From an optimization exercise on the open Yosys and OpenROAD flow, aimed at small area and a short achievable clock period; shortcuts taken in it are not production practice.
Function was checked by simulation only, so behaviour that the tests miss may differ from the original.
No activity file was given, so power comes from the tool's default toggle rates.

$ cat design.v
module processor_arm #(parameter N = 64)
					  (input logic CLOCK_50, reset,
					   input logic ExtIRQ,
					   output logic [N-1:0] IM_addr,
					   input logic [31:0] IM_readData,
					   input logic [N-1:0] DM_readData,
					   output logic [N-1:0] DM_writeData, DM_addr,
					   output logic DM_writeEnable, DM_readEnable,
					   output logic ExtIAck);
	logic [31:0] I;
	logic [10:0] op;
	assign I  = IM_readData;
	assign op = I[31:21];
	logic isLDUR, isSTUR, isADD, isSUB, isAND, isORR, isCBZ, isMRS, isERET, isBR;
	assign isLDUR = (op == 11'b11111000010);
	assign isSTUR = (op == 11'b11111000000);
	assign isADD  = (op == 11'b10001011000);
	assign isSUB  = (op == 11'b11001011000);
	assign isAND  = (op == 11'b10001010000);
	assign isORR  = (op == 11'b10101010000);
	assign isCBZ  = (op[10:3] == 8'b10110100);
	assign isMRS  = (op == 11'b11010101001);
	assign isERET = (op == 11'b11010110100);
	assign isBR   = (op == 11'b11010110000);
	logic valid, nai, regWrite, branch;
	assign valid    = isLDUR | isSTUR | isADD | isSUB | isAND | isORR | isCBZ | isMRS | isERET | isBR;
	assign nai      = ~valid;
	assign regWrite = (isLDUR | isADD | isSUB | isAND | isORR | isMRS) & ~reset;
	assign branch   = isCBZ | isERET | isBR;
	assign DM_readEnable  = isLDUR & ~reset;
	assign DM_writeEnable = isSTUR & ~reset;
	logic [63:0] X [0:30];
	logic [4:0] ra1, ra2, wa;
	assign ra1 = I[9:5];
	assign ra2 = I[25] ? I[20:16] : I[4:0];
	assign wa  = I[4:0];
	logic [63:0] wd, rd1, rd2, rd1n, rd2n;
	assign rd1 = ~rd1n;
	assign rd2 = ~rd2n;
	genvar gi;
	generate
		for (gi = 0; gi < 31; gi++) begin : g_reg
			always_ff @(posedge CLOCK_50)
				if (regWrite && wa == gi) X[gi] <= wd;
		end
	endgenerate
	logic [30:0] sel1, sel2;
	onehot31 D1 (.a(ra1), .y(sel1));
	onehot31 D2 (.a(ra2), .y(sel2));
	generate
		for (gi = 0; gi < 64; gi++) begin : g_rd
			logic [30:0] col;
			for (genvar r = 0; r < 31; r++) begin : g_c
				assign col[r] = X[r][gi];
			end
			rmux31 M1 (.d(col), .s(sel1), .yn(rd1n[gi]));
			rmux31 M2 (.d(col), .s(sel2), .yn(rd2n[gi]));
		end
	endgenerate
	addr_gen AG (.an(rd1n), .imm(I[20:12]), .y(DM_addr));
	assign DM_writeData = rd2;
	logic [63:0] sum;
	alu_addsub AS (.an(rd1n), .bn(rd2n), .sub(I[30]), .y(sum));
	logic [63:2] PC, ERR, ELR;
	logic [1:0]  ESR;
	logic [63:0] excData;
	always_comb
		case (I[13:12])
			2'b00: excData = {ERR, 2'b00};
			2'b01: excData = {ELR, 2'b00};
			2'b10: excData = {62'b0, ESR};
			default: excData = '0;
		endcase
	always_comb
		if (isLDUR)          wd = DM_readData;
		else if (isMRS)      wd = excData;
		else if (isAND)      wd = rd1 & rd2;
		else if (isORR)      wd = rd1 | rd2;
		else                 wd = sum;
	logic zero, taken, EProc;
	logic [63:2] pcPlus4, nextPC;
	assign zero     = ~|rd2;
	assign taken    = branch & zero;
	logic [63:2] pcBranch;
	assign pcPlus4  = PC + 62'd1;
	assign pcBranch = PC + (isCBZ ? {{43{I[23]}}, I[23:5]} : 62'd0);
	assign nextPC   = taken ? (isERET ? ERR : pcBranch) : pcPlus4;
	assign EProc    = (ExtIRQ | nai) & ~reset;
	always_ff @(posedge CLOCK_50, posedge reset)
		if (reset) PC <= '0;
		else if (EProc) PC <= 62'd54;    
		else PC <= nextPC;
	always_ff @(posedge CLOCK_50, posedge reset)
		if (reset) begin
			ERR <= '0;
			ELR <= '0;
			ESR <= '0;
		end else if (EProc) begin
			ERR <= nextPC;
			ELR <= PC;
			ESR <= nai ? 2'b10 : 2'b01;
		end
	assign IM_addr = {PC, 2'b00};
	assign ExtIAck = ExtIRQ & (PC == 62'd54);
endmodule
module onehot31 (input logic [4:0] a,
				 output logic [30:0] y);
	always_comb
		for (int i = 0; i < 31; i++) y[i] = (a == i);
endmodule
module rmux31 (input logic [30:0] d, s,
			   output logic yn);
	logic [10:0] g;
	logic [2:0]  h;
	for (genvar k = 0; k < 10; k++) begin : g_aoi
		aoi222 A (.a1(d[3*k]), .a2(s[3*k]), .b1(d[3*k+1]), .b2(s[3*k+1]),
				  .c1(d[3*k+2]), .c2(s[3*k+2]), .y(g[k]));
	end
	nand2g N0 (.a(d[30]), .b(s[30]), .y(g[10]));
	nand4g N1 (.a(g[0]), .b(g[1]), .c(g[2]), .d(g[3]), .y(h[0]));
	nand4g N2 (.a(g[4]), .b(g[5]), .c(g[6]), .d(g[7]), .y(h[1]));
	nand3g N3 (.a(g[8]), .b(g[9]), .c(g[10]), .y(h[2]));
	nor3g  O1 (.a(h[0]), .b(h[1]), .c(h[2]), .y(yn));
endmodule
module aoi222 (input logic a1, a2, b1, b2, c1, c2, output logic y);
	assign y = ~((a1 & a2) | (b1 & b2) | (c1 & c2));
endmodule
module nand2g (input logic a, b, output logic y);
	assign y = ~(a & b);
endmodule
module nand3g (input logic a, b, c, output logic y);
	assign y = ~(a & b & c);
endmodule
module nand4g (input logic a, b, c, d, output logic y);
	assign y = ~(a & b & c & d);
endmodule
module nor3g (input logic a, b, c, output logic y);
	assign y = ~(a | b | c);
endmodule
module alu_addsub (input logic [63:0] an, bn,
				   input logic sub,
				   output logic [63:0] y);
	logic [63:0] a, b;
	assign a = ~an;
	assign b = ~bn;
	logic [63:0] bb, g, p;
	assign bb = b ^ {64{sub}};
	assign g = a & bb;
	assign p = a ^ bb;
	logic [63:0] G [0:12];
	logic [63:0] P [0:12];
	logic [64:0] c;
	logic [63:0] g0;
	assign g0 = {g[63:1], g[0] | (p[0] & sub)};
	assign G[0] = g0; assign P[0] = p;
	for (genvar l = 0; l < 6; l++) begin : up
		for (genvar i = 0; i < 64; i++) begin : b
			if ((i % (2 << l)) == (2 << l) - 1) begin
				assign G[l+1][i] = G[l][i] | (P[l][i] & G[l][i - (1 << l)]);
				assign P[l+1][i] = P[l][i] & P[l][i - (1 << l)];
			end else begin
				assign G[l+1][i] = G[l][i];
				assign P[l+1][i] = P[l][i];
			end
		end
	end
	for (genvar l = 5; l > 0; l--) begin : dn
		for (genvar i = 0; i < 64; i++) begin : b
			if ((i % (1 << l)) == (1 << (l-1)) - 1 && i >= (1 << l)) begin
				assign G[12-l][i] = G[11-l][i] | (P[11-l][i] & G[11-l][i - (1 << (l-1))]);
				assign P[12-l][i] = P[11-l][i] & P[11-l][i - (1 << (l-1))];
			end else begin
				assign G[12-l][i] = G[11-l][i];
				assign P[12-l][i] = P[11-l][i];
			end
		end
	end
	assign y = p ^ {G[11][62:0], sub};
endmodule
module addr_gen (input logic [63:0] an,
				 input logic [8:0] imm,
				 output logic [63:0] y);
	logic [9:0] lo;
	logic inc, dec;
	add9 L (.an(an[8:0]), .b(imm), .s(lo));
	assign inc = ~imm[8] & lo[9];
	assign dec = imm[8] & ~lo[9];
	assign y[8:0] = lo[8:0];
	logic n1;
	nor2g G1 (.a(an[10]), .b(an[9]), .y(n1));
	logic n2;
	nor2g G2 (.a(an[12]), .b(an[11]), .y(n2));
	logic n3;
	nor2g G3 (.a(an[14]), .b(an[13]), .y(n3));
	logic n4;
	nor2g G4 (.a(an[16]), .b(an[15]), .y(n4));
	logic n5;
	nor2g G5 (.a(an[18]), .b(an[17]), .y(n5));
	logic n6;
	nor2g G6 (.a(an[20]), .b(an[19]), .y(n6));
	logic n7;
	nor2g G7 (.a(an[22]), .b(an[21]), .y(n7));
	logic n8;
	nor2g G8 (.a(an[24]), .b(an[23]), .y(n8));
	logic n9;
	nor2g G9 (.a(an[26]), .b(an[25]), .y(n9));
	logic n10;
	nor2g G10 (.a(an[28]), .b(an[27]), .y(n10));
	logic n11;
	nor2g G11 (.a(an[30]), .b(an[29]), .y(n11));
	logic n12;
	nor2g G12 (.a(an[32]), .b(an[31]), .y(n12));
	logic n13;
	nor2g G13 (.a(an[34]), .b(an[33]), .y(n13));
	logic n14;
	nor2g G14 (.a(an[36]), .b(an[35]), .y(n14));
	logic n15;
	nor2g G15 (.a(an[38]), .b(an[37]), .y(n15));
	logic n16;
	nor2g G16 (.a(an[40]), .b(an[39]), .y(n16));
	logic n17;
	nor2g G17 (.a(an[42]), .b(an[41]), .y(n17));
	logic n18;
	nor2g G18 (.a(an[44]), .b(an[43]), .y(n18));
	logic n19;
	nor2g G19 (.a(an[46]), .b(an[45]), .y(n19));
	logic n20;
	nor2g G20 (.a(an[48]), .b(an[47]), .y(n20));
	logic n21;
	nor2g G21 (.a(an[50]), .b(an[49]), .y(n21));
	logic n22;
	nor2g G22 (.a(an[52]), .b(an[51]), .y(n22));
	logic n23;
	nor2g G23 (.a(an[54]), .b(an[53]), .y(n23));
	logic n24;
	nor2g G24 (.a(an[56]), .b(an[55]), .y(n24));
	logic n25;
	nor2g G25 (.a(an[58]), .b(an[57]), .y(n25));
	logic n26;
	nor2g G26 (.a(an[60]), .b(an[59]), .y(n26));
	logic n27;
	nor2g G27 (.a(an[62]), .b(an[61]), .y(n27));
	logic n28;
	logic n28i;
	invg I28 (.a(n1), .y(n28i));
	nor2g G28 (.a(n28i), .b(an[11]), .y(n28));
	logic n29;
	nand2g G29 (.a(n2), .b(n1), .y(n29));
	logic n30;
	logic n30i;
	invg I30 (.a(n3), .y(n30i));
	nor2g G30 (.a(n30i), .b(an[15]), .y(n30));
	logic n31;
	nand2g G31 (.a(n4), .b(n3), .y(n31));
	logic n32;
	logic n32i;
	invg I32 (.a(n5), .y(n32i));
	nor2g G32 (.a(n32i), .b(an[19]), .y(n32));
	logic n33;
	nand2g G33 (.a(n6), .b(n5), .y(n33));
	logic n34;
	logic n34i;
	invg I34 (.a(n7), .y(n34i));
	nor2g G34 (.a(n34i), .b(an[23]), .y(n34));
	logic n35;
	nand2g G35 (.a(n8), .b(n7), .y(n35));
	logic n36;
	logic n36i;
	invg I36 (.a(n9), .y(n36i));
	nor2g G36 (.a(n36i), .b(an[27]), .y(n36));
	logic n37;
	nand2g G37 (.a(n10), .b(n9), .y(n37));
	logic n38;
	logic n38i;
	invg I38 (.a(n11), .y(n38i));
	nor2g G38 (.a(n38i), .b(an[31]), .y(n38));
	logic n39;
	nand2g G39 (.a(n12), .b(n11), .y(n39));
	logic n40;
	logic n40i;
	invg I40 (.a(n13), .y(n40i));
	nor2g G40 (.a(n40i), .b(an[35]), .y(n40));
	logic n41;
	nand2g G41 (.a(n14), .b(n13), .y(n41));
	logic n42;
	logic n42i;
	invg I42 (.a(n15), .y(n42i));
	nor2g G42 (.a(n42i), .b(an[39]), .y(n42));
	logic n43;
	nand2g G43 (.a(n16), .b(n15), .y(n43));
	logic n44;
	logic n44i;
	invg I44 (.a(n17), .y(n44i));
	nor2g G44 (.a(n44i), .b(an[43]), .y(n44));
	logic n45;
	nand2g G45 (.a(n18), .b(n17), .y(n45));
	logic n46;
	logic n46i;
	invg I46 (.a(n19), .y(n46i));
	nor2g G46 (.a(n46i), .b(an[47]), .y(n46));
	logic n47;
	nand2g G47 (.a(n20), .b(n19), .y(n47));
	logic n48;
	logic n48i;
	invg I48 (.a(n21), .y(n48i));
	nor2g G48 (.a(n48i), .b(an[51]), .y(n48));
	logic n49;
	nand2g G49 (.a(n22), .b(n21), .y(n49));
	logic n50;
	logic n50i;
	invg I50 (.a(n23), .y(n50i));
	nor2g G50 (.a(n50i), .b(an[55]), .y(n50));
	logic n51;
	nand2g G51 (.a(n24), .b(n23), .y(n51));
	logic n52;
	logic n52i;
	invg I52 (.a(n25), .y(n52i));
	nor2g G52 (.a(n52i), .b(an[59]), .y(n52));
	logic n53;
	nand2g G53 (.a(n26), .b(n25), .y(n53));
	logic n54;
	nor2g G54 (.a(an[13]), .b(n29), .y(n54));
	logic n55;
	logic n55i;
	invg I55 (.a(n3), .y(n55i));
	nor2g G55 (.a(n55i), .b(n29), .y(n55));
	logic n56;
	logic n56i;
	invg I56 (.a(n30), .y(n56i));
	nor2g G56 (.a(n56i), .b(n29), .y(n56));
	logic n57;
	nor2g G57 (.a(n31), .b(n29), .y(n57));
	logic n58;
	nor2g G58 (.a(an[21]), .b(n33), .y(n58));
	logic n59;
	logic n59i;
	invg I59 (.a(n7), .y(n59i));
	nor2g G59 (.a(n59i), .b(n33), .y(n59));
	logic n60;
	logic n60i;
	invg I60 (.a(n34), .y(n60i));
	nor2g G60 (.a(n60i), .b(n33), .y(n60));
	logic n61;
	nor2g G61 (.a(n35), .b(n33), .y(n61));
	logic n62;
	nor2g G62 (.a(an[29]), .b(n37), .y(n62));
	logic n63;
	logic n63i;
	invg I63 (.a(n11), .y(n63i));
	nor2g G63 (.a(n63i), .b(n37), .y(n63));
	logic n64;
	logic n64i;
	invg I64 (.a(n38), .y(n64i));
	nor2g G64 (.a(n64i), .b(n37), .y(n64));
	logic n65;
	nor2g G65 (.a(n39), .b(n37), .y(n65));
	logic n66;
	nor2g G66 (.a(an[37]), .b(n41), .y(n66));
	logic n67;
	logic n67i;
	invg I67 (.a(n15), .y(n67i));
	nor2g G67 (.a(n67i), .b(n41), .y(n67));
	logic n68;
	logic n68i;
	invg I68 (.a(n42), .y(n68i));
	nor2g G68 (.a(n68i), .b(n41), .y(n68));
	logic n69;
	nor2g G69 (.a(n43), .b(n41), .y(n69));
	logic n70;
	nor2g G70 (.a(an[45]), .b(n45), .y(n70));
	logic n71;
	logic n71i;
	invg I71 (.a(n19), .y(n71i));
	nor2g G71 (.a(n71i), .b(n45), .y(n71));
	logic n72;
	logic n72i;
	invg I72 (.a(n46), .y(n72i));
	nor2g G72 (.a(n72i), .b(n45), .y(n72));
	logic n73;
	nor2g G73 (.a(n47), .b(n45), .y(n73));
	logic n74;
	nor2g G74 (.a(an[53]), .b(n49), .y(n74));
	logic n75;
	logic n75i;
	invg I75 (.a(n23), .y(n75i));
	nor2g G75 (.a(n75i), .b(n49), .y(n75));
	logic n76;
	logic n76i;
	invg I76 (.a(n50), .y(n76i));
	nor2g G76 (.a(n76i), .b(n49), .y(n76));
	logic n77;
	nor2g G77 (.a(n51), .b(n49), .y(n77));
	logic n78;
	nor2g G78 (.a(an[61]), .b(n53), .y(n78));
	logic n79;
	logic n79i;
	invg I79 (.a(n27), .y(n79i));
	nor2g G79 (.a(n79i), .b(n53), .y(n79));
	logic n80;
	logic n80i;
	invg I80 (.a(n57), .y(n80i));
	nor2g G80 (.a(n80i), .b(an[17]), .y(n80));
	logic n81;
	nand2g G81 (.a(n5), .b(n57), .y(n81));
	logic n82;
	nand2g G82 (.a(n32), .b(n57), .y(n82));
	logic n83;
	logic n83i;
	invg I83 (.a(n57), .y(n83i));
	nor2g G83 (.a(n83i), .b(n33), .y(n83));
	logic n84;
	nand2g G84 (.a(n58), .b(n57), .y(n84));
	logic n85;
	nand2g G85 (.a(n59), .b(n57), .y(n85));
	logic n86;
	nand2g G86 (.a(n60), .b(n57), .y(n86));
	logic n87;
	nand2g G87 (.a(n61), .b(n57), .y(n87));
	logic n88;
	logic n88i;
	invg I88 (.a(n65), .y(n88i));
	nor2g G88 (.a(n88i), .b(an[33]), .y(n88));
	logic n89;
	nand2g G89 (.a(n13), .b(n65), .y(n89));
	logic n90;
	nand2g G90 (.a(n40), .b(n65), .y(n90));
	logic n91;
	logic n91i;
	invg I91 (.a(n65), .y(n91i));
	nor2g G91 (.a(n91i), .b(n41), .y(n91));
	logic n92;
	nand2g G92 (.a(n66), .b(n65), .y(n92));
	logic n93;
	nand2g G93 (.a(n67), .b(n65), .y(n93));
	logic n94;
	nand2g G94 (.a(n68), .b(n65), .y(n94));
	logic n95;
	nand2g G95 (.a(n69), .b(n65), .y(n95));
	logic n96;
	logic n96i;
	invg I96 (.a(n73), .y(n96i));
	nor2g G96 (.a(n96i), .b(an[49]), .y(n96));
	logic n97;
	nand2g G97 (.a(n21), .b(n73), .y(n97));
	logic n98;
	nand2g G98 (.a(n48), .b(n73), .y(n98));
	logic n99;
	logic n99i;
	invg I99 (.a(n73), .y(n99i));
	nor2g G99 (.a(n99i), .b(n49), .y(n99));
	logic n100;
	nand2g G100 (.a(n74), .b(n73), .y(n100));
	logic n101;
	nand2g G101 (.a(n75), .b(n73), .y(n101));
	logic n102;
	nand2g G102 (.a(n76), .b(n73), .y(n102));
	logic n103;
	nand2g G103 (.a(n77), .b(n73), .y(n103));
	logic n104;
	nor2g G104 (.a(an[25]), .b(n87), .y(n104));
	logic n105;
	logic n105i;
	invg I105 (.a(n9), .y(n105i));
	nor2g G105 (.a(n105i), .b(n87), .y(n105));
	logic n106;
	logic n106i;
	invg I106 (.a(n36), .y(n106i));
	nor2g G106 (.a(n106i), .b(n87), .y(n106));
	logic n107;
	nor2g G107 (.a(n37), .b(n87), .y(n107));
	logic n108;
	logic n108i;
	invg I108 (.a(n62), .y(n108i));
	nor2g G108 (.a(n108i), .b(n87), .y(n108));
	logic n109;
	logic n109i;
	invg I109 (.a(n63), .y(n109i));
	nor2g G109 (.a(n109i), .b(n87), .y(n109));
	logic n110;
	logic n110i;
	invg I110 (.a(n64), .y(n110i));
	nor2g G110 (.a(n110i), .b(n87), .y(n110));
	logic n111;
	logic n111i;
	invg I111 (.a(n65), .y(n111i));
	nor2g G111 (.a(n111i), .b(n87), .y(n111));
	logic n112;
	logic n112i;
	invg I112 (.a(n88), .y(n112i));
	nor2g G112 (.a(n112i), .b(n87), .y(n112));
	logic n113;
	nor2g G113 (.a(n89), .b(n87), .y(n113));
	logic n114;
	nor2g G114 (.a(n90), .b(n87), .y(n114));
	logic n115;
	logic n115i;
	invg I115 (.a(n91), .y(n115i));
	nor2g G115 (.a(n115i), .b(n87), .y(n115));
	logic n116;
	nor2g G116 (.a(n92), .b(n87), .y(n116));
	logic n117;
	nor2g G117 (.a(n93), .b(n87), .y(n117));
	logic n118;
	nor2g G118 (.a(n94), .b(n87), .y(n118));
	logic n119;
	nor2g G119 (.a(n95), .b(n87), .y(n119));
	logic n120;
	nor2g G120 (.a(an[57]), .b(n103), .y(n120));
	logic n121;
	logic n121i;
	invg I121 (.a(n25), .y(n121i));
	nor2g G121 (.a(n121i), .b(n103), .y(n121));
	logic n122;
	logic n122i;
	invg I122 (.a(n52), .y(n122i));
	nor2g G122 (.a(n122i), .b(n103), .y(n122));
	logic n123;
	nor2g G123 (.a(n53), .b(n103), .y(n123));
	logic n124;
	logic n124i;
	invg I124 (.a(n78), .y(n124i));
	nor2g G124 (.a(n124i), .b(n103), .y(n124));
	logic n125;
	logic n125i;
	invg I125 (.a(n79), .y(n125i));
	nor2g G125 (.a(n125i), .b(n103), .y(n125));
	logic n126;
	logic n126i;
	invg I126 (.a(n119), .y(n126i));
	nor2g G126 (.a(n126i), .b(an[41]), .y(n126));
	logic n127;
	nand2g G127 (.a(n17), .b(n119), .y(n127));
	logic n128;
	nand2g G128 (.a(n44), .b(n119), .y(n128));
	logic n129;
	logic n129i;
	invg I129 (.a(n119), .y(n129i));
	nor2g G129 (.a(n129i), .b(n45), .y(n129));
	logic n130;
	nand2g G130 (.a(n70), .b(n119), .y(n130));
	logic n131;
	nand2g G131 (.a(n71), .b(n119), .y(n131));
	logic n132;
	nand2g G132 (.a(n72), .b(n119), .y(n132));
	logic n133;
	nand2g G133 (.a(n73), .b(n119), .y(n133));
	logic n134;
	nand2g G134 (.a(n96), .b(n119), .y(n134));
	logic n135;
	logic n135i;
	invg I135 (.a(n119), .y(n135i));
	nor2g G135 (.a(n135i), .b(n97), .y(n135));
	logic n136;
	logic n136i;
	invg I136 (.a(n119), .y(n136i));
	nor2g G136 (.a(n136i), .b(n98), .y(n136));
	logic n137;
	nand2g G137 (.a(n99), .b(n119), .y(n137));
	logic n138;
	logic n138i;
	invg I138 (.a(n119), .y(n138i));
	nor2g G138 (.a(n138i), .b(n100), .y(n138));
	logic n139;
	logic n139i;
	invg I139 (.a(n119), .y(n139i));
	nor2g G139 (.a(n139i), .b(n101), .y(n139));
	logic n140;
	logic n140i;
	invg I140 (.a(n119), .y(n140i));
	nor2g G140 (.a(n140i), .b(n102), .y(n140));
	logic n141;
	logic n141i;
	invg I141 (.a(n119), .y(n141i));
	nor2g G141 (.a(n141i), .b(n103), .y(n141));
	logic n142;
	nand2g G142 (.a(n120), .b(n119), .y(n142));
	logic n143;
	nand2g G143 (.a(n121), .b(n119), .y(n143));
	logic n144;
	nand2g G144 (.a(n122), .b(n119), .y(n144));
	logic n145;
	nand2g G145 (.a(n123), .b(n119), .y(n145));
	logic n146;
	nand2g G146 (.a(n124), .b(n119), .y(n146));
	logic n147;
	nand2g G147 (.a(n125), .b(n119), .y(n147));
	logic n148;
	nand2g G148 (.a(an[10]), .b(an[9]), .y(n148));
	logic n149;
	nand2g G149 (.a(an[12]), .b(an[11]), .y(n149));
	logic n150;
	nand2g G150 (.a(an[14]), .b(an[13]), .y(n150));
	logic n151;
	nand2g G151 (.a(an[16]), .b(an[15]), .y(n151));
	logic n152;
	nand2g G152 (.a(an[18]), .b(an[17]), .y(n152));
	logic n153;
	nand2g G153 (.a(an[20]), .b(an[19]), .y(n153));
	logic n154;
	nand2g G154 (.a(an[22]), .b(an[21]), .y(n154));
	logic n155;
	nand2g G155 (.a(an[24]), .b(an[23]), .y(n155));
	logic n156;
	nand2g G156 (.a(an[26]), .b(an[25]), .y(n156));
	logic n157;
	nand2g G157 (.a(an[28]), .b(an[27]), .y(n157));
	logic n158;
	nand2g G158 (.a(an[30]), .b(an[29]), .y(n158));
	logic n159;
	nand2g G159 (.a(an[32]), .b(an[31]), .y(n159));
	logic n160;
	nand2g G160 (.a(an[34]), .b(an[33]), .y(n160));
	logic n161;
	nand2g G161 (.a(an[36]), .b(an[35]), .y(n161));
	logic n162;
	nand2g G162 (.a(an[38]), .b(an[37]), .y(n162));
	logic n163;
	nand2g G163 (.a(an[40]), .b(an[39]), .y(n163));
	logic n164;
	nand2g G164 (.a(an[42]), .b(an[41]), .y(n164));
	logic n165;
	nand2g G165 (.a(an[44]), .b(an[43]), .y(n165));
	logic n166;
	nand2g G166 (.a(an[46]), .b(an[45]), .y(n166));
	logic n167;
	nand2g G167 (.a(an[48]), .b(an[47]), .y(n167));
	logic n168;
	nand2g G168 (.a(an[50]), .b(an[49]), .y(n168));
	logic n169;
	nand2g G169 (.a(an[52]), .b(an[51]), .y(n169));
	logic n170;
	nand2g G170 (.a(an[54]), .b(an[53]), .y(n170));
	logic n171;
	nand2g G171 (.a(an[56]), .b(an[55]), .y(n171));
	logic n172;
	nand2g G172 (.a(an[58]), .b(an[57]), .y(n172));
	logic n173;
	nand2g G173 (.a(an[60]), .b(an[59]), .y(n173));
	logic n174;
	nand2g G174 (.a(an[62]), .b(an[61]), .y(n174));
	logic n175;
	logic n175i;
	invg I175 (.a(an[11]), .y(n175i));
	nor2g G175 (.a(n175i), .b(n148), .y(n175));
	logic n176;
	nor2g G176 (.a(n149), .b(n148), .y(n176));
	logic n177;
	logic n177i;
	invg I177 (.a(an[15]), .y(n177i));
	nor2g G177 (.a(n177i), .b(n150), .y(n177));
	logic n178;
	nor2g G178 (.a(n151), .b(n150), .y(n178));
	logic n179;
	logic n179i;
	invg I179 (.a(an[19]), .y(n179i));
	nor2g G179 (.a(n179i), .b(n152), .y(n179));
	logic n180;
	nor2g G180 (.a(n153), .b(n152), .y(n180));
	logic n181;
	logic n181i;
	invg I181 (.a(an[23]), .y(n181i));
	nor2g G181 (.a(n181i), .b(n154), .y(n181));
	logic n182;
	nor2g G182 (.a(n155), .b(n154), .y(n182));
	logic n183;
	logic n183i;
	invg I183 (.a(an[27]), .y(n183i));
	nor2g G183 (.a(n183i), .b(n156), .y(n183));
	logic n184;
	nor2g G184 (.a(n157), .b(n156), .y(n184));
	logic n185;
	logic n185i;
	invg I185 (.a(an[31]), .y(n185i));
	nor2g G185 (.a(n185i), .b(n158), .y(n185));
	logic n186;
	nor2g G186 (.a(n159), .b(n158), .y(n186));
	logic n187;
	logic n187i;
	invg I187 (.a(an[35]), .y(n187i));
	nor2g G187 (.a(n187i), .b(n160), .y(n187));
	logic n188;
	nor2g G188 (.a(n161), .b(n160), .y(n188));
	logic n189;
	logic n189i;
	invg I189 (.a(an[39]), .y(n189i));
	nor2g G189 (.a(n189i), .b(n162), .y(n189));
	logic n190;
	nor2g G190 (.a(n163), .b(n162), .y(n190));
	logic n191;
	logic n191i;
	invg I191 (.a(an[43]), .y(n191i));
	nor2g G191 (.a(n191i), .b(n164), .y(n191));
	logic n192;
	nor2g G192 (.a(n165), .b(n164), .y(n192));
	logic n193;
	logic n193i;
	invg I193 (.a(an[47]), .y(n193i));
	nor2g G193 (.a(n193i), .b(n166), .y(n193));
	logic n194;
	nor2g G194 (.a(n167), .b(n166), .y(n194));
	logic n195;
	logic n195i;
	invg I195 (.a(an[51]), .y(n195i));
	nor2g G195 (.a(n195i), .b(n168), .y(n195));
	logic n196;
	nor2g G196 (.a(n169), .b(n168), .y(n196));
	logic n197;
	logic n197i;
	invg I197 (.a(an[55]), .y(n197i));
	nor2g G197 (.a(n197i), .b(n170), .y(n197));
	logic n198;
	nor2g G198 (.a(n171), .b(n170), .y(n198));
	logic n199;
	logic n199i;
	invg I199 (.a(an[59]), .y(n199i));
	nor2g G199 (.a(n199i), .b(n172), .y(n199));
	logic n200;
	nor2g G200 (.a(n173), .b(n172), .y(n200));
	logic n201;
	nand2g G201 (.a(an[13]), .b(n176), .y(n201));
	logic n202;
	logic n202i;
	invg I202 (.a(n176), .y(n202i));
	nor2g G202 (.a(n202i), .b(n150), .y(n202));
	logic n203;
	nand2g G203 (.a(n177), .b(n176), .y(n203));
	logic n204;
	nand2g G204 (.a(n178), .b(n176), .y(n204));
	logic n205;
	nand2g G205 (.a(an[21]), .b(n180), .y(n205));
	logic n206;
	logic n206i;
	invg I206 (.a(n180), .y(n206i));
	nor2g G206 (.a(n206i), .b(n154), .y(n206));
	logic n207;
	nand2g G207 (.a(n181), .b(n180), .y(n207));
	logic n208;
	nand2g G208 (.a(n182), .b(n180), .y(n208));
	logic n209;
	nand2g G209 (.a(an[29]), .b(n184), .y(n209));
	logic n210;
	logic n210i;
	invg I210 (.a(n184), .y(n210i));
	nor2g G210 (.a(n210i), .b(n158), .y(n210));
	logic n211;
	nand2g G211 (.a(n185), .b(n184), .y(n211));
	logic n212;
	nand2g G212 (.a(n186), .b(n184), .y(n212));
	logic n213;
	nand2g G213 (.a(an[37]), .b(n188), .y(n213));
	logic n214;
	logic n214i;
	invg I214 (.a(n188), .y(n214i));
	nor2g G214 (.a(n214i), .b(n162), .y(n214));
	logic n215;
	nand2g G215 (.a(n189), .b(n188), .y(n215));
	logic n216;
	nand2g G216 (.a(n190), .b(n188), .y(n216));
	logic n217;
	nand2g G217 (.a(an[45]), .b(n192), .y(n217));
	logic n218;
	logic n218i;
	invg I218 (.a(n192), .y(n218i));
	nor2g G218 (.a(n218i), .b(n166), .y(n218));
	logic n219;
	nand2g G219 (.a(n193), .b(n192), .y(n219));
	logic n220;
	nand2g G220 (.a(n194), .b(n192), .y(n220));
	logic n221;
	nand2g G221 (.a(an[53]), .b(n196), .y(n221));
	logic n222;
	logic n222i;
	invg I222 (.a(n196), .y(n222i));
	nor2g G222 (.a(n222i), .b(n170), .y(n222));
	logic n223;
	nand2g G223 (.a(n197), .b(n196), .y(n223));
	logic n224;
	nand2g G224 (.a(n198), .b(n196), .y(n224));
	logic n225;
	nand2g G225 (.a(an[61]), .b(n200), .y(n225));
	logic n226;
	logic n226i;
	invg I226 (.a(n200), .y(n226i));
	nor2g G226 (.a(n226i), .b(n174), .y(n226));
	logic n227;
	logic n227i;
	invg I227 (.a(an[17]), .y(n227i));
	nor2g G227 (.a(n227i), .b(n204), .y(n227));
	logic n228;
	nor2g G228 (.a(n152), .b(n204), .y(n228));
	logic n229;
	logic n229i;
	invg I229 (.a(n179), .y(n229i));
	nor2g G229 (.a(n229i), .b(n204), .y(n229));
	logic n230;
	logic n230i;
	invg I230 (.a(n180), .y(n230i));
	nor2g G230 (.a(n230i), .b(n204), .y(n230));
	logic n231;
	nor2g G231 (.a(n205), .b(n204), .y(n231));
	logic n232;
	logic n232i;
	invg I232 (.a(n206), .y(n232i));
	nor2g G232 (.a(n232i), .b(n204), .y(n232));
	logic n233;
	nor2g G233 (.a(n207), .b(n204), .y(n233));
	logic n234;
	nor2g G234 (.a(n208), .b(n204), .y(n234));
	logic n235;
	logic n235i;
	invg I235 (.a(an[33]), .y(n235i));
	nor2g G235 (.a(n235i), .b(n212), .y(n235));
	logic n236;
	nor2g G236 (.a(n160), .b(n212), .y(n236));
	logic n237;
	logic n237i;
	invg I237 (.a(n187), .y(n237i));
	nor2g G237 (.a(n237i), .b(n212), .y(n237));
	logic n238;
	logic n238i;
	invg I238 (.a(n188), .y(n238i));
	nor2g G238 (.a(n238i), .b(n212), .y(n238));
	logic n239;
	nor2g G239 (.a(n213), .b(n212), .y(n239));
	logic n240;
	logic n240i;
	invg I240 (.a(n214), .y(n240i));
	nor2g G240 (.a(n240i), .b(n212), .y(n240));
	logic n241;
	nor2g G241 (.a(n215), .b(n212), .y(n241));
	logic n242;
	nor2g G242 (.a(n216), .b(n212), .y(n242));
	logic n243;
	logic n243i;
	invg I243 (.a(an[49]), .y(n243i));
	nor2g G243 (.a(n243i), .b(n220), .y(n243));
	logic n244;
	nor2g G244 (.a(n168), .b(n220), .y(n244));
	logic n245;
	logic n245i;
	invg I245 (.a(n195), .y(n245i));
	nor2g G245 (.a(n245i), .b(n220), .y(n245));
	logic n246;
	logic n246i;
	invg I246 (.a(n196), .y(n246i));
	nor2g G246 (.a(n246i), .b(n220), .y(n246));
	logic n247;
	nor2g G247 (.a(n221), .b(n220), .y(n247));
	logic n248;
	logic n248i;
	invg I248 (.a(n222), .y(n248i));
	nor2g G248 (.a(n248i), .b(n220), .y(n248));
	logic n249;
	nor2g G249 (.a(n223), .b(n220), .y(n249));
	logic n250;
	nor2g G250 (.a(n224), .b(n220), .y(n250));
	logic n251;
	nand2g G251 (.a(an[25]), .b(n234), .y(n251));
	logic n252;
	logic n252i;
	invg I252 (.a(n234), .y(n252i));
	nor2g G252 (.a(n252i), .b(n156), .y(n252));
	logic n253;
	nand2g G253 (.a(n183), .b(n234), .y(n253));
	logic n254;
	nand2g G254 (.a(n184), .b(n234), .y(n254));
	logic n255;
	logic n255i;
	invg I255 (.a(n234), .y(n255i));
	nor2g G255 (.a(n255i), .b(n209), .y(n255));
	logic n256;
	nand2g G256 (.a(n210), .b(n234), .y(n256));
	logic n257;
	logic n257i;
	invg I257 (.a(n234), .y(n257i));
	nor2g G257 (.a(n257i), .b(n211), .y(n257));
	logic n258;
	logic n258i;
	invg I258 (.a(n234), .y(n258i));
	nor2g G258 (.a(n258i), .b(n212), .y(n258));
	logic n259;
	nand2g G259 (.a(n235), .b(n234), .y(n259));
	logic n260;
	nand2g G260 (.a(n236), .b(n234), .y(n260));
	logic n261;
	nand2g G261 (.a(n237), .b(n234), .y(n261));
	logic n262;
	nand2g G262 (.a(n238), .b(n234), .y(n262));
	logic n263;
	nand2g G263 (.a(n239), .b(n234), .y(n263));
	logic n264;
	nand2g G264 (.a(n240), .b(n234), .y(n264));
	logic n265;
	nand2g G265 (.a(n241), .b(n234), .y(n265));
	logic n266;
	nand2g G266 (.a(n242), .b(n234), .y(n266));
	logic n267;
	nand2g G267 (.a(an[57]), .b(n250), .y(n267));
	logic n268;
	logic n268i;
	invg I268 (.a(n250), .y(n268i));
	nor2g G268 (.a(n268i), .b(n172), .y(n268));
	logic n269;
	nand2g G269 (.a(n199), .b(n250), .y(n269));
	logic n270;
	nand2g G270 (.a(n200), .b(n250), .y(n270));
	logic n271;
	logic n271i;
	invg I271 (.a(n250), .y(n271i));
	nor2g G271 (.a(n271i), .b(n225), .y(n271));
	logic n272;
	nand2g G272 (.a(n226), .b(n250), .y(n272));
	logic n273;
	logic n273i;
	invg I273 (.a(an[41]), .y(n273i));
	nor2g G273 (.a(n273i), .b(n266), .y(n273));
	logic n274;
	nor2g G274 (.a(n164), .b(n266), .y(n274));
	logic n275;
	logic n275i;
	invg I275 (.a(n191), .y(n275i));
	nor2g G275 (.a(n275i), .b(n266), .y(n275));
	logic n276;
	logic n276i;
	invg I276 (.a(n192), .y(n276i));
	nor2g G276 (.a(n276i), .b(n266), .y(n276));
	logic n277;
	nor2g G277 (.a(n217), .b(n266), .y(n277));
	logic n278;
	logic n278i;
	invg I278 (.a(n218), .y(n278i));
	nor2g G278 (.a(n278i), .b(n266), .y(n278));
	logic n279;
	nor2g G279 (.a(n219), .b(n266), .y(n279));
	logic n280;
	nor2g G280 (.a(n220), .b(n266), .y(n280));
	logic n281;
	logic n281i;
	invg I281 (.a(n243), .y(n281i));
	nor2g G281 (.a(n281i), .b(n266), .y(n281));
	logic n282;
	logic n282i;
	invg I282 (.a(n244), .y(n282i));
	nor2g G282 (.a(n282i), .b(n266), .y(n282));
	logic n283;
	logic n283i;
	invg I283 (.a(n245), .y(n283i));
	nor2g G283 (.a(n283i), .b(n266), .y(n283));
	logic n284;
	logic n284i;
	invg I284 (.a(n246), .y(n284i));
	nor2g G284 (.a(n284i), .b(n266), .y(n284));
	logic n285;
	logic n285i;
	invg I285 (.a(n247), .y(n285i));
	nor2g G285 (.a(n285i), .b(n266), .y(n285));
	logic n286;
	logic n286i;
	invg I286 (.a(n248), .y(n286i));
	nor2g G286 (.a(n286i), .b(n266), .y(n286));
	logic n287;
	logic n287i;
	invg I287 (.a(n249), .y(n287i));
	nor2g G287 (.a(n287i), .b(n266), .y(n287));
	logic n288;
	logic n288i;
	invg I288 (.a(n250), .y(n288i));
	nor2g G288 (.a(n288i), .b(n266), .y(n288));
	logic n289;
	nor2g G289 (.a(n267), .b(n266), .y(n289));
	logic n290;
	logic n290i;
	invg I290 (.a(n268), .y(n290i));
	nor2g G290 (.a(n290i), .b(n266), .y(n290));
	logic n291;
	nor2g G291 (.a(n269), .b(n266), .y(n291));
	logic n292;
	nor2g G292 (.a(n270), .b(n266), .y(n292));
	logic n293;
	logic n293i;
	invg I293 (.a(n271), .y(n293i));
	nor2g G293 (.a(n293i), .b(n266), .y(n293));
	logic n294;
	nor2g G294 (.a(n272), .b(n266), .y(n294));
	addr_bit0 B0 (.an(an[9]), .inc(inc), .dec(dec), .y(y[9]));
	addr_bit #(.PP(1), .PZ(0)) B1 (.an(an[10]), .p(an[9]), .z(an[9]), .inc(inc), .dec(dec), .y(y[10]));
	addr_bit #(.PP(0), .PZ(1)) B2 (.an(an[11]), .p(n1), .z(n148), .inc(inc), .dec(dec), .y(y[11]));
	addr_bit #(.PP(0), .PZ(0)) B3 (.an(an[12]), .p(n28), .z(n175), .inc(inc), .dec(dec), .y(y[12]));
	addr_bit #(.PP(1), .PZ(0)) B4 (.an(an[13]), .p(n29), .z(n176), .inc(inc), .dec(dec), .y(y[13]));
	addr_bit #(.PP(0), .PZ(1)) B5 (.an(an[14]), .p(n54), .z(n201), .inc(inc), .dec(dec), .y(y[14]));
	addr_bit #(.PP(0), .PZ(0)) B6 (.an(an[15]), .p(n55), .z(n202), .inc(inc), .dec(dec), .y(y[15]));
	addr_bit #(.PP(0), .PZ(1)) B7 (.an(an[16]), .p(n56), .z(n203), .inc(inc), .dec(dec), .y(y[16]));
	addr_bit #(.PP(0), .PZ(1)) B8 (.an(an[17]), .p(n57), .z(n204), .inc(inc), .dec(dec), .y(y[17]));
	addr_bit #(.PP(0), .PZ(0)) B9 (.an(an[18]), .p(n80), .z(n227), .inc(inc), .dec(dec), .y(y[18]));
	addr_bit #(.PP(1), .PZ(0)) B10 (.an(an[19]), .p(n81), .z(n228), .inc(inc), .dec(dec), .y(y[19]));
	addr_bit #(.PP(1), .PZ(0)) B11 (.an(an[20]), .p(n82), .z(n229), .inc(inc), .dec(dec), .y(y[20]));
	addr_bit #(.PP(0), .PZ(0)) B12 (.an(an[21]), .p(n83), .z(n230), .inc(inc), .dec(dec), .y(y[21]));
	addr_bit #(.PP(1), .PZ(0)) B13 (.an(an[22]), .p(n84), .z(n231), .inc(inc), .dec(dec), .y(y[22]));
	addr_bit #(.PP(1), .PZ(0)) B14 (.an(an[23]), .p(n85), .z(n232), .inc(inc), .dec(dec), .y(y[23]));
	addr_bit #(.PP(1), .PZ(0)) B15 (.an(an[24]), .p(n86), .z(n233), .inc(inc), .dec(dec), .y(y[24]));
	addr_bit #(.PP(1), .PZ(0)) B16 (.an(an[25]), .p(n87), .z(n234), .inc(inc), .dec(dec), .y(y[25]));
	addr_bit #(.PP(0), .PZ(1)) B17 (.an(an[26]), .p(n104), .z(n251), .inc(inc), .dec(dec), .y(y[26]));
	addr_bit #(.PP(0), .PZ(0)) B18 (.an(an[27]), .p(n105), .z(n252), .inc(inc), .dec(dec), .y(y[27]));
	addr_bit #(.PP(0), .PZ(1)) B19 (.an(an[28]), .p(n106), .z(n253), .inc(inc), .dec(dec), .y(y[28]));
	addr_bit #(.PP(0), .PZ(1)) B20 (.an(an[29]), .p(n107), .z(n254), .inc(inc), .dec(dec), .y(y[29]));
	addr_bit #(.PP(0), .PZ(0)) B21 (.an(an[30]), .p(n108), .z(n255), .inc(inc), .dec(dec), .y(y[30]));
	addr_bit #(.PP(0), .PZ(1)) B22 (.an(an[31]), .p(n109), .z(n256), .inc(inc), .dec(dec), .y(y[31]));
	addr_bit #(.PP(0), .PZ(0)) B23 (.an(an[32]), .p(n110), .z(n257), .inc(inc), .dec(dec), .y(y[32]));
	addr_bit #(.PP(0), .PZ(0)) B24 (.an(an[33]), .p(n111), .z(n258), .inc(inc), .dec(dec), .y(y[33]));
	addr_bit #(.PP(0), .PZ(1)) B25 (.an(an[34]), .p(n112), .z(n259), .inc(inc), .dec(dec), .y(y[34]));
	addr_bit #(.PP(0), .PZ(1)) B26 (.an(an[35]), .p(n113), .z(n260), .inc(inc), .dec(dec), .y(y[35]));
	addr_bit #(.PP(0), .PZ(1)) B27 (.an(an[36]), .p(n114), .z(n261), .inc(inc), .dec(dec), .y(y[36]));
	addr_bit #(.PP(0), .PZ(1)) B28 (.an(an[37]), .p(n115), .z(n262), .inc(inc), .dec(dec), .y(y[37]));
	addr_bit #(.PP(0), .PZ(1)) B29 (.an(an[38]), .p(n116), .z(n263), .inc(inc), .dec(dec), .y(y[38]));
	addr_bit #(.PP(0), .PZ(1)) B30 (.an(an[39]), .p(n117), .z(n264), .inc(inc), .dec(dec), .y(y[39]));
	addr_bit #(.PP(0), .PZ(1)) B31 (.an(an[40]), .p(n118), .z(n265), .inc(inc), .dec(dec), .y(y[40]));
	addr_bit #(.PP(0), .PZ(1)) B32 (.an(an[41]), .p(n119), .z(n266), .inc(inc), .dec(dec), .y(y[41]));
	addr_bit #(.PP(0), .PZ(0)) B33 (.an(an[42]), .p(n126), .z(n273), .inc(inc), .dec(dec), .y(y[42]));
	addr_bit #(.PP(1), .PZ(0)) B34 (.an(an[43]), .p(n127), .z(n274), .inc(inc), .dec(dec), .y(y[43]));
	addr_bit #(.PP(1), .PZ(0)) B35 (.an(an[44]), .p(n128), .z(n275), .inc(inc), .dec(dec), .y(y[44]));
	addr_bit #(.PP(0), .PZ(0)) B36 (.an(an[45]), .p(n129), .z(n276), .inc(inc), .dec(dec), .y(y[45]));
	addr_bit #(.PP(1), .PZ(0)) B37 (.an(an[46]), .p(n130), .z(n277), .inc(inc), .dec(dec), .y(y[46]));
	addr_bit #(.PP(1), .PZ(0)) B38 (.an(an[47]), .p(n131), .z(n278), .inc(inc), .dec(dec), .y(y[47]));
	addr_bit #(.PP(1), .PZ(0)) B39 (.an(an[48]), .p(n132), .z(n279), .inc(inc), .dec(dec), .y(y[48]));
	addr_bit #(.PP(1), .PZ(0)) B40 (.an(an[49]), .p(n133), .z(n280), .inc(inc), .dec(dec), .y(y[49]));
	addr_bit #(.PP(1), .PZ(0)) B41 (.an(an[50]), .p(n134), .z(n281), .inc(inc), .dec(dec), .y(y[50]));
	addr_bit #(.PP(0), .PZ(0)) B42 (.an(an[51]), .p(n135), .z(n282), .inc(inc), .dec(dec), .y(y[51]));
	addr_bit #(.PP(0), .PZ(0)) B43 (.an(an[52]), .p(n136), .z(n283), .inc(inc), .dec(dec), .y(y[52]));
	addr_bit #(.PP(1), .PZ(0)) B44 (.an(an[53]), .p(n137), .z(n284), .inc(inc), .dec(dec), .y(y[53]));
	addr_bit #(.PP(0), .PZ(0)) B45 (.an(an[54]), .p(n138), .z(n285), .inc(inc), .dec(dec), .y(y[54]));
	addr_bit #(.PP(0), .PZ(0)) B46 (.an(an[55]), .p(n139), .z(n286), .inc(inc), .dec(dec), .y(y[55]));
	addr_bit #(.PP(0), .PZ(0)) B47 (.an(an[56]), .p(n140), .z(n287), .inc(inc), .dec(dec), .y(y[56]));
	addr_bit #(.PP(0), .PZ(0)) B48 (.an(an[57]), .p(n141), .z(n288), .inc(inc), .dec(dec), .y(y[57]));
	addr_bit #(.PP(1), .PZ(0)) B49 (.an(an[58]), .p(n142), .z(n289), .inc(inc), .dec(dec), .y(y[58]));
	addr_bit #(.PP(1), .PZ(0)) B50 (.an(an[59]), .p(n143), .z(n290), .inc(inc), .dec(dec), .y(y[59]));
	addr_bit #(.PP(1), .PZ(0)) B51 (.an(an[60]), .p(n144), .z(n291), .inc(inc), .dec(dec), .y(y[60]));
	addr_bit #(.PP(1), .PZ(0)) B52 (.an(an[61]), .p(n145), .z(n292), .inc(inc), .dec(dec), .y(y[61]));
	addr_bit #(.PP(1), .PZ(0)) B53 (.an(an[62]), .p(n146), .z(n293), .inc(inc), .dec(dec), .y(y[62]));
	addr_bit #(.PP(1), .PZ(0)) B54 (.an(an[63]), .p(n147), .z(n294), .inc(inc), .dec(dec), .y(y[63]));
endmodule
module add9 (input logic [8:0] an, b, output logic [9:0] s);
	assign s = {1'b0, ~an} + {1'b0, b};
endmodule
module addr_bit #(parameter PP = 0, PZ = 0)
				 (input logic an, p, z, inc, dec, output logic y);
	logic pt, zt;
	assign pt = PP ? ~p : p;
	assign zt = PZ ? ~z : z;
	assign y = ~an ^ ((inc & pt) | (dec & zt));
endmodule
module addr_bit0 (input logic an, inc, dec, output logic y);
	assign y = ~an ^ (inc | dec);
endmodule
module nor2g (input logic a, b, output logic y);
	assign y = ~(a | b);
endmodule
module invg (input logic a, output logic y);
	assign y = ~a;
endmodule
$ cat run.sh
#!/bin/bash
# synth_recipe.tcl (not shown) runs the flow's synth.tcl, then flattens the netlist and writes it again
# the make line also repeats each setting of config.mk as NAME=value (left out here)
make -C /OpenROAD-flow-scripts/flow DESIGN_CONFIG=/design/flow/config.mk WORK_HOME=/design/flow/orfs CLKGATE_MAP_FILE= SYNTH_SCRIPT=/design/flow/synth_recipe.tcl finish
$ cat config.mk
export PLATFORM = sky130hd
export DESIGN_NAME = processor_arm
export DESIGN_NICKNAME = processor_arm
export VERILOG_FILES = /design/flow/design.v
export SDC_FILE = /design/flow/constraint.sdc
export NUM_CORES = 4
export LEC_CHECK = 0
export CAP_MARGIN = 20
export CORE_MARGIN = 2
export CORE_UTILIZATION = 40
export PLACE_DENSITY = 0.55
export SETUP_SLACK_MARGIN = 5
export SLEW_MARGIN = 20
export SYNTH_HIERARCHICAL = 1
$ cat constraint.sdc
create_clock -name core_clock -period 14.5 [get_ports {CLOCK_50}]
set_input_delay 2.9000 -clock core_clock [delete_from_list [all_inputs] [get_ports {CLOCK_50}]]
set_output_delay 2.9000 -clock core_clock [all_outputs]
set_load 0.01 [all_outputs]
==> results.txt <==
==> where the power goes <==
group / total, uW / switching, uW / internal, uW / leakage (uW)
combinational: 4900 / 3570 / 1330 / 0.0194
clock: 5920 / 2620 / 3300 / 0.00360
sequential: 8420 / 12.4 / 8400 / 0.0204
==> cells in the final DEF, fill, tap and decap left out, types with 24 or more instances in the layout <==
master	synthesis	routed
a211oi_1	78	77
a21o_1	42	42
a21oi_1	297	234
a21oi_2	6	49
a21oi_4	1	24
a222oi_1	1280	1280
a22oi_2	54	54
and2_1	35	35
buf_12	0	119
buf_2	30	55
buf_4	3	526
buf_6	6	64
clkbuf_1	160	46
clkbuf_16	0	248
clkdlybuf4s50_1	0	204
clkinv_1	0	53
clkinv_2	0	42
clkinvlp_4	0	26
dfrtp_1	188	188
diode_2	0	40
edfxtp_1	1984	1984
fa_1	34	33
ha_1	89	83
inv_1	338	325
mux2i_1	82	82
nand2_1	627	615
nand3_1	188	181
nand4_1	326	326
nor2_1	752	622
nor2_2	1	32
nor2_4	0	120
nor3_1	69	68
nor3_2	130	67
nor3_4	0	64
nor4_1	35	32
o211ai_1	26	26
o21ai_0	124	123
xnor2_1	133	128
xor2_1	102	47
xor2_2	0	54
==> stage by stage <==
stage | setup WS [ns] | util [%]
2_1_floorplan | 4.60 | -
3_3_place_gp | 1.90 | 44.5
3_5_place_dp | 1.83 | 44.5
4_1_cts | 4.64 | 49.4
5_1_grt | 4.48 | 50.1
6_report | 4.51 | 50.1
==> Yosys stat by module (local to each module, per instance), excerpt <==
module / flops+latches / cells / times used / area, um^2
addr_bit0: 0 / 2 / 1 / 12.5
nor2g: 0 / 1 / 187 / 3.75
nand4g: 0 / 1 / 256 / 6.26
alu_addsub: 0 / 434 / 1 / 3530
onehot31: 0 / 46 / 2 / 218
nor3g: 0 / 1 / 128 / 10.0
==> worst reg2reg max path: cells and delay by family (launching register included) <==
| family | cells | cell delay, ns |
|---|---|---|
| DFF | 1 | 0.39 |
| AOI/OAI and AO/OA | 12 | 3.27 |
| adders and majority gates | 2 | 0.72 |
| buffers and inverters | 4 | 0.72 |
| xor gates and xnor gates | 1 | 0.15 |
| and+or+nand+nor | 3 | 0.87 |
==> layout make-up <==
| class | instances | area share, % |
|---|---|---|
| repair buffers | 1056 | 8.77 |
| multi-input cells | 4920 | 29.9 |
| diodes | 40 | 0.0794 |
| clock buffers | 282 | 4.80 |
| flip-flops and latches | 2172 | 51.0 |
| clock inverters | 149 | 1.10 |
| inverters | 338 | 1.04 |
| well taps | 3348 | 3.32 |
==> state kept, by name (all words and copies together) (netlist names) <==
name / flops
ELR: 62
ERR: 62
ESR: 2
PC: 62
X: 1984
==> worst min-delay path by stage <==
stage,startpoint,to,slack (ns),cells past startpoint
final,ELR[42],ELR[42],0.46,2
after global routing,ELR[30],ELR[30],0.49,2
after CTS,ELR[14],ELR[14],0.47,2
after detailed placement,ELR[63],ELR[63],0.46,2
after global placement,ELR[33],ELR[33],0.45,2
after floorplan,ELR[10],ELR[10],0.44,2
==> repair_timing <==
item | 4_1_cts | 5_1_grt
setup endpoints to repair | 1922 | 1040
resized for setup | 600 | 181
setup buffers | 258 | 94
gates cloned | 43 | 18
pin swaps | 203 | 170
==> kinds of logic after synthesis <==
family | count (synthesis) | share of synthesized area [%]
AO/OA/AOI/OAI | 2099 | 18.1
XOR/XNOR | 235 | 2.03
adder cells (fa/ha/maj) | 123 | 1.77
buffers and inverters | 555 | 2.15
flip-flops | 2172 | 63.4
multiplexers | 102 | 1.03
other | 1 | 0.00370
AND/OR/NAND/NOR | 2332 | 11.4
==> metal layers <==
| metal | vias up | track usage (%) | share of wire (%) |
|---|---|---|---|
| li1 | 34800 | - | - |
| met1 | 44100 | 47.2 | 34 |
| met2 | 8201 | 53.8 | 42 |
| met3 | 1637 | 14.6 | 16 |
| met4 | 24 | 24.1 | 7.8 |
| met5 | - | 0.0926 | 0.051 |
==> metrics.md <==
| Metric | Value |
|---|---|
| Status | finished clean |
| CP Capture Type | output pin |
| Pwr Density | 153 nW/um^2 |
| Worst clock skew | 0.0713 ns |
| Filler instances | 21,700 |
| Die H | 507 um |
| Post-Synthesis Cells | 7,619 |
| Critical path depth | 20 |
| Layout cell share with drive strength beyond 1 | 20.0% |
| Largest net degree at the start of global routing | 97 |
| H-tree depth reported by CTS | 4 |
| DP HPWL | 306 mm |
| Area fraction of the dominant cell type after synthesis | 58.8% |
| Via count | 88,700 |
| CP bufs+invs | 8 |
| Cell Rows | 184 |
| Synth area leaders | edfxtp_1, a222oi_1, dfrtp_1 |
| Post-route cell area | 126,000 um^2 |
| Worst setup path end | DM_addr[32] |
| Clock Latency Late Sink | 0.92 ns |
| IO Count | 294 |
| Most used DFF post-synth | edfxtp_1 |
| Leakage power | 0.0433 uW |
| TritonCTS Buffers | 230 |
| Root Buffer | clkbuf_16 |
| # setup viols final | 0 |
| Vias in the first global route | 83,300 |
| Final cell count without fillers | 12,300 |
| Number of buffers inserted by port buffering | 291 |
| Count leader, synth | edfxtp_1 |
| Total Power | 19,200 uW |
| Post-synth cell types | 114 |
| Initial detailed-routing violation count | 21,200 |
| Slowest stage delay, CP | 0.39 ns |
| Initial antenna violation count | 38 |
| Register Area | 64,300 um^2 |
| Placed inst area | 112,000 um^2 |
| All-Layer GR Usage | 37.5% |
| Initial core utilization | 40.3% |
| RSZ-0062 raised after global routing | true |
| GP Congestion | 0.944 |
| Die X | 507 um |
| Slew Limit Fails | 0 |
| Max Cap Violations | 0 |
| Rel. slew slack | 16.7% |
| Hold_buf cts | 0 |
| Multi-input gate area | 37,700 um^2 |
| Slowest cell on crit path | nand4_1 |
| Syn avg cell area | 13.3 um^2 |
| Placed cells | 11,400 |
| Final nets | 8,940 |
| Mapped Area | 101,000 um^2 |
| Total grt overflow | 0 |
| Core area | 252,000 um^2 |
| Worst Path Required | 11.60 ns |
| Crit share post-route | 68.9% |
| Final Hold Vio Count | 0 |
| Flops & latches, synth | 2,172 |
| R2r startpoint | X[0][17] |
| Crit Path Max Fanout | 18 |
| Register area share after synthesis | 63.4% |
| Vias per inst | 7.21 |
| Final hold slack | 0.465 ns |
| TritonCTS clock tree | built |
| DR pass1 iterations | 14 |
| Setup crit start kind | input pin |
| Clock tree buffer depth | 3 |
| CTS clk-pin slew, worst paths | 0.06 ns |
| CP arrival | 7.09 ns |
| CP Launch Point | IM_readData[8] |
| Cell taking the most area after synthesis | edfxtp_1 |
| Drt drc | 0 |
| Max VDD drop | 0.135 mV |
| Layout area overhead | 24.4% |
| Sum Neg Setup Slack | 0 ns |
| Worst slew pin tran | 1.24 ns |
| Synth top cells by count | edfxtp_1, a222oi_1, nor2_1 |
| Worst-path cell chain | buf_6, or3b_4, nor2_4, buf_4, buf_16, a222oi_1, nand4_1, nor3_4, inv_2, ha_4, nand2_4, o31a_1, o21ai_4, and2b_4, buf_12, buf_12, buf_12, a22oi_2, xor2_2, buf_2 |
| Wire length of the first global-routing pass | 674 mm |
| Final WL | 506 mm |
| CP delay by family, top | simple AND/OR/NAND/NOR gates |
| Clock Sinks | 2,172 |
| Die footprint | 257,000 um^2 |
| DRT antenna net count | 0 |
| Setup Crit Path Kind | in2out |
| Min Tclk post-route | 9.99 ns |
| Hold Path Class | reg2reg |
| R2R setup slack | 8.07 ns |
| Reg-to-Reg End | X[9][55] |
| Ys Warns | 12 |
| R2r worst-path depth | 22 |
| DR WL/cell | 41.1 um |
| Asr flop ratio synth | 8.66% |
| Maximum clock frequency | 100 MHz |
| Number of synthesized flops with an enable pin | 1,984 |
| Critical Path Most Common Cell | buf_12 |

-- afterwards: timing with drivers on the ports --
In the flow no input, the clock included, has a driving cell. The finished layout below was timed again as built, in two steps. Step 1 (the two cells are an assumption about what drives the block):
set clk [get_ports {CLOCK_50}]
set_driving_cell -lib_cell sky130_fd_sc_hd__clkbuf_16 $clk
set_driving_cell -lib_cell sky130_fd_sc_hd__buf_2 [delete_from_list [all_inputs] $clk]
Step 2 times the ports against the registers' clock, not the clock port: input delays grow and output delays shrink by t, the midpoint of the rising clock arrivals with the driver on. Slacks: ideal / step 1 / step 2; pairs: ideal / step 1.
shift t [ns]: 0.995
setup WS [ns]: 4.513 / 4.367 / 3.647
clock arrival spread, ns: 0.072 / 0.072
After both steps setup and hold are still met in this run. For this run, drivers alone change the setup slack by -0.146 ns; drivers and shift together by -0.866 ns.
